Source: an optimization exercise on an open RTL-to-GDS flow (aim: small area, a short achievable clock period and few clock cycles per item). Production flows keep margins and buffers that such runs may drop. Function was checked by simulation only, so behaviour that the tests miss may differ from the original.

// geofence
module geofence (clk,reset,X,Y,valid,is_inside);
input           clk;
input           reset;
input   [9:0]   X;
input   [9:0]   Y;
output          valid;
output          is_inside;
reg  [4:0]  cnt;
reg         ph0, ph2, in_vtx, st7, st9;
reg         valid_r;
reg  [9:0]  ox, oy;
reg  signed [10:0] rx [0:6];
reg  signed [10:0] ry [0:6];
reg         nzr;               
reg         rg [0:6];          
reg         rl [0:6];          
reg  [2:0]  rk [0:6];
reg         pl [1:6][0:5];     
reg         pe [1:6][0:5];     
reg  signed [10:0] sx, sy, hx, hy;
reg         bxp, bxn, byp, byn;    
reg         pr;                
integer i, j, k;
function automatic [10:0] sub10(input [9:0] a, input [9:0] b);
    reg [9:0] g, p, nb;
    integer q, d;
    begin
        nb = ~b;
        g = a & nb;
        p = a | nb;
        for (d = 1; d < 10; d = d * 2)
            for (q = 9; q >= d; q = q - 1) begin
                g[q] = g[q] | (p[q] & g[q-d]);
                p[q] = p[q] & p[q-d];
            end
        sub10 = {~(g[9] | p[9]), (a ^ nb) ^ {g[8:0] | p[8:0], 1'b1}};
    end
endfunction
function automatic [1:0] cmp11(input [10:0] a, input [10:0] b);
    reg [10:0] ua, ub, g, p;
    integer q, d;
    begin
        ua = {~a[10], a[9:0]};
        ub = {~b[10], b[9:0]};
        g = ub & ~ua;
        p = ub | ~ua;
        for (d = 1; d < 11; d = d * 2)
            for (q = 10; q >= d; q = q - 1) begin
                g[q] = g[q] | (p[q] & g[q-d]);
                p[q] = p[q] & p[q-d];
            end
        cmp11 = {g[10], g[10] | p[10]};
    end
endfunction
wire signed [10:0] nx = sub10(X, ox);
wire signed [10:0] ny = sub10(Y, oy);
always @(posedge clk) begin
  ...
Size in the first run: roughly 390 flip-flops, ~24 I/O pins.
Settings: LEC_CHECK=0, ABC_AREA=1, CAP_MARGIN=20, CORE_MARGIN=2, CORE_UTILIZATION=70, CTS_CLUSTER_DIAMETER=90, CTS_CLUSTER_SIZE=26, PLACE_DENSITY=0.9, SETUP_SLACK_MARGIN=4.8, SLEW_MARGIN=20, SYNTH_HIERARCHICAL=1, SYNTH_MINIMUM_KEEP_SIZE=0; clock period 8.0 ns.
run.sh (not shown) runs the stock make flow with config.mk's settings and CLKGATE_MAP_FILE= SYNTH_SCRIPT=/design/flow/synth_recipe.tcl, a recipe that flattens the netlist after the stock synthesis.
Testbench counts at the start, summed over its fixed seeds: cycles 32,845, items 2,400.
Change:
Settings changed: CTS_CLUSTER_DIAMETER 90 to unset, CTS_CLUSTER_SIZE 26 to unset, PLACE_DENSITY 0.9 to 0.85.
- die area does not change
- cell count rose by 1.7%
- first-iteration DRC count drops by 8.0%
- critical path depth does not change
- routed wire length grows by 2.5%
- final area increases by 3.6%
- count of clock-buffer cells in the layout climbs by 33
Change:
Settings changed: ABC_AREA 1 to 0, CTS_CLUSTER_DIAMETER set to 90, CTS_CLUSTER_SIZE set to 26, SETUP_SLACK_MARGIN 4.8 to 5.0.
Routed wire length came out higher slightly; setup slack loses 250 ps; clock-buffer cell count shrinks by 30.
Change:
Settings changed: ABC_AREA 0 to 1, CTS_CLUSTER_SIZE 26 to 28, SETUP_SLACK_MARGIN 5.0 to 4.8.
=>
- core utilization decreases by 5.9 points
- setup slack gains 280 ps
- hold slack loses 5.2 ps
- first-iteration DRC count decreases by about 1.5%
- flip-flop and latch count is unchanged
- count of clock-buffer cells in the layout decreases by 3
- area after synthesis increases by about 5%
Change:
Settings changed: ABC_AREA 1 to 0, CTS_CLUSTER_SIZE 28 to 26.
Outcome: Non-clock buffer count went up by 25. Worst setup slack degrades by 270 ps. Via count went down by 9.7%. Wire length went up by 0.88%.

* * *

old:
Starting RTL as in the previous note.
Design geofence, start of the top module:
module geofence (clk,reset,X,Y,valid,is_inside);
input           clk;
input           reset;
input   [9:0]   X;
input   [9:0]   Y;
output          valid;
output          is_inside;
reg  [4:0]  cnt;
reg         ph0, ph2, in_vtx, st7, st9;
reg         valid_r;
reg  [9:0]  ox, oy;
reg  signed [10:0] rx [0:6];
reg  signed [10:0] ry [0:6];
reg         nzr;               
reg         rg [0:6];          
reg         rl [0:6];          
reg  [2:0]  rk [0:6];
reg         pl [1:6][0:5];     
reg         pe [1:6][0:5];     
reg  signed [10:0] sx, sy, hx, hy;
reg         bxp, bxn, byp, byn;    
reg         pr;                
integer i, j, k;
function automatic [10:0] sub10(input [9:0] a, input [9:0] b);
    reg [9:0] g, p, nb;
    integer q, d;
    begin
        nb = ~b;
        g = a & nb;
        p = a | nb;
        for (d = 1; d < 10; d = d * 2)
            for (q = 9; q >= d; q = q - 1) begin
                g[q] = g[q] | (p[q] & g[q-d]);
                p[q] = p[q] & p[q-d];
            end
        sub10 = {~(g[9] | p[9]), (a ^ nb) ^ {g[8:0] | p[8:0], 1'b1}};
    end
endfunction
function automatic [1:0] cmp11(input [10:0] a, input [10:0] b);
    reg [10:0] ua, ub, g, p;
    integer q, d;
    begin
        ua = {~a[10], a[9:0]};
        ub = {~b[10], b[9:0]};
        g = ub & ~ua;
        p = ub | ~ua;
        for (d = 1; d < 11; d = d * 2)
            for (q = 10; q >= d; q = q - 1) begin
  ...
clock: 8.0 ns
lec_check: 0
abc_area: 1
cap_margin: 20
core_margin: 2
core_utilization: 70
cts_cluster_diameter: 80
cts_cluster_size: 22
place_density: 0.85
setup_slack_margin: 4.8
slew_margin: 20
synth_hierarchical: 1
synth_minimum_keep_size: 0
Testbench counts of old, summed over its fixed seeds: cycles 32,845, items 2,400.
[inputs] new vs old
Settings: swapping 4.8 for 5.0 in SETUP_SLACK_MARGIN; swapping 80 for 90 in CTS_CLUSTER_DIAMETER; swapping 22 for 26 in CTS_CLUSTER_SIZE.
### Flow results
- Per the comparison of new with old, number of remaining DRC errors saw little to no change, met2 track demand over resource in global routing saw an increase.
- Of old and new, old shows the higher worst-case hold slack, with new below it.
- [compare] base=old new=new: fmax up about 5%, average wire length per cell after detail routing rose 1.3%, routed length on met2 went up by about 3.5%, total negative setup slack comparable, sequential standard cell area up 0.73%.
- Routed wire in new totals more than in old.
- Density: new denser than old

## what the ideal ports hide
The flow's constraints put no driver on any port. The routed layouts listed below were extracted and timed again, unchanged, in two steps.
Step 1 sets driving cells, clkbuf_16 on the clock port and buf_2 on the other inputs (assumed; they add their load-dependent delay and slew).
Step 2 also shifts input and output timing later by t, the mid clock arrival at the registers, as if the neighbouring blocks saw the same clock.
a / b / c = ideal / step 1 / step 2; a / b = the first two.
run	t, ns	slack for setup (ns)	worst setup path at the end	clock arrival spread, ns	slew at the worst register clock pin (ns)
the first run of note 1	0.591	4.770 / 4.804 / 4.213	input to register	0.021 / 0.020	0.11 / 0.11
the second run of note 1	0.589	4.829 / 4.807 / 4.266	input to register	0.015 / 0.015	0.07 / 0.07
the third run of note 1	0.579	4.576 / 4.566 / 3.986	input to register	0.019 / 0.019	0.11 / 0.11
the fourth run of note 1	0.589	4.854 / 4.802 / 4.328	input to register	0.025 / 0.025	0.11 / 0.11
the fifth run of note 1	0.575	4.586 / 4.583 / 4.008	input to register	0.017 / 0.017	0.11 / 0.11
old	0.600	4.813 / 4.798 / 4.326	input to register	0.017 / 0.016	0.09 / 0.09
new	0.591	4.967 / 4.967 / 4.560	input to register	0.016 / 0.016	0.10 / 0.10
After both steps every run listed still meets setup and hold. For the third run of note 1, which loses most, drivers alone change the setup slack by -0.010 ns; drivers and shift together by -0.590 ns.
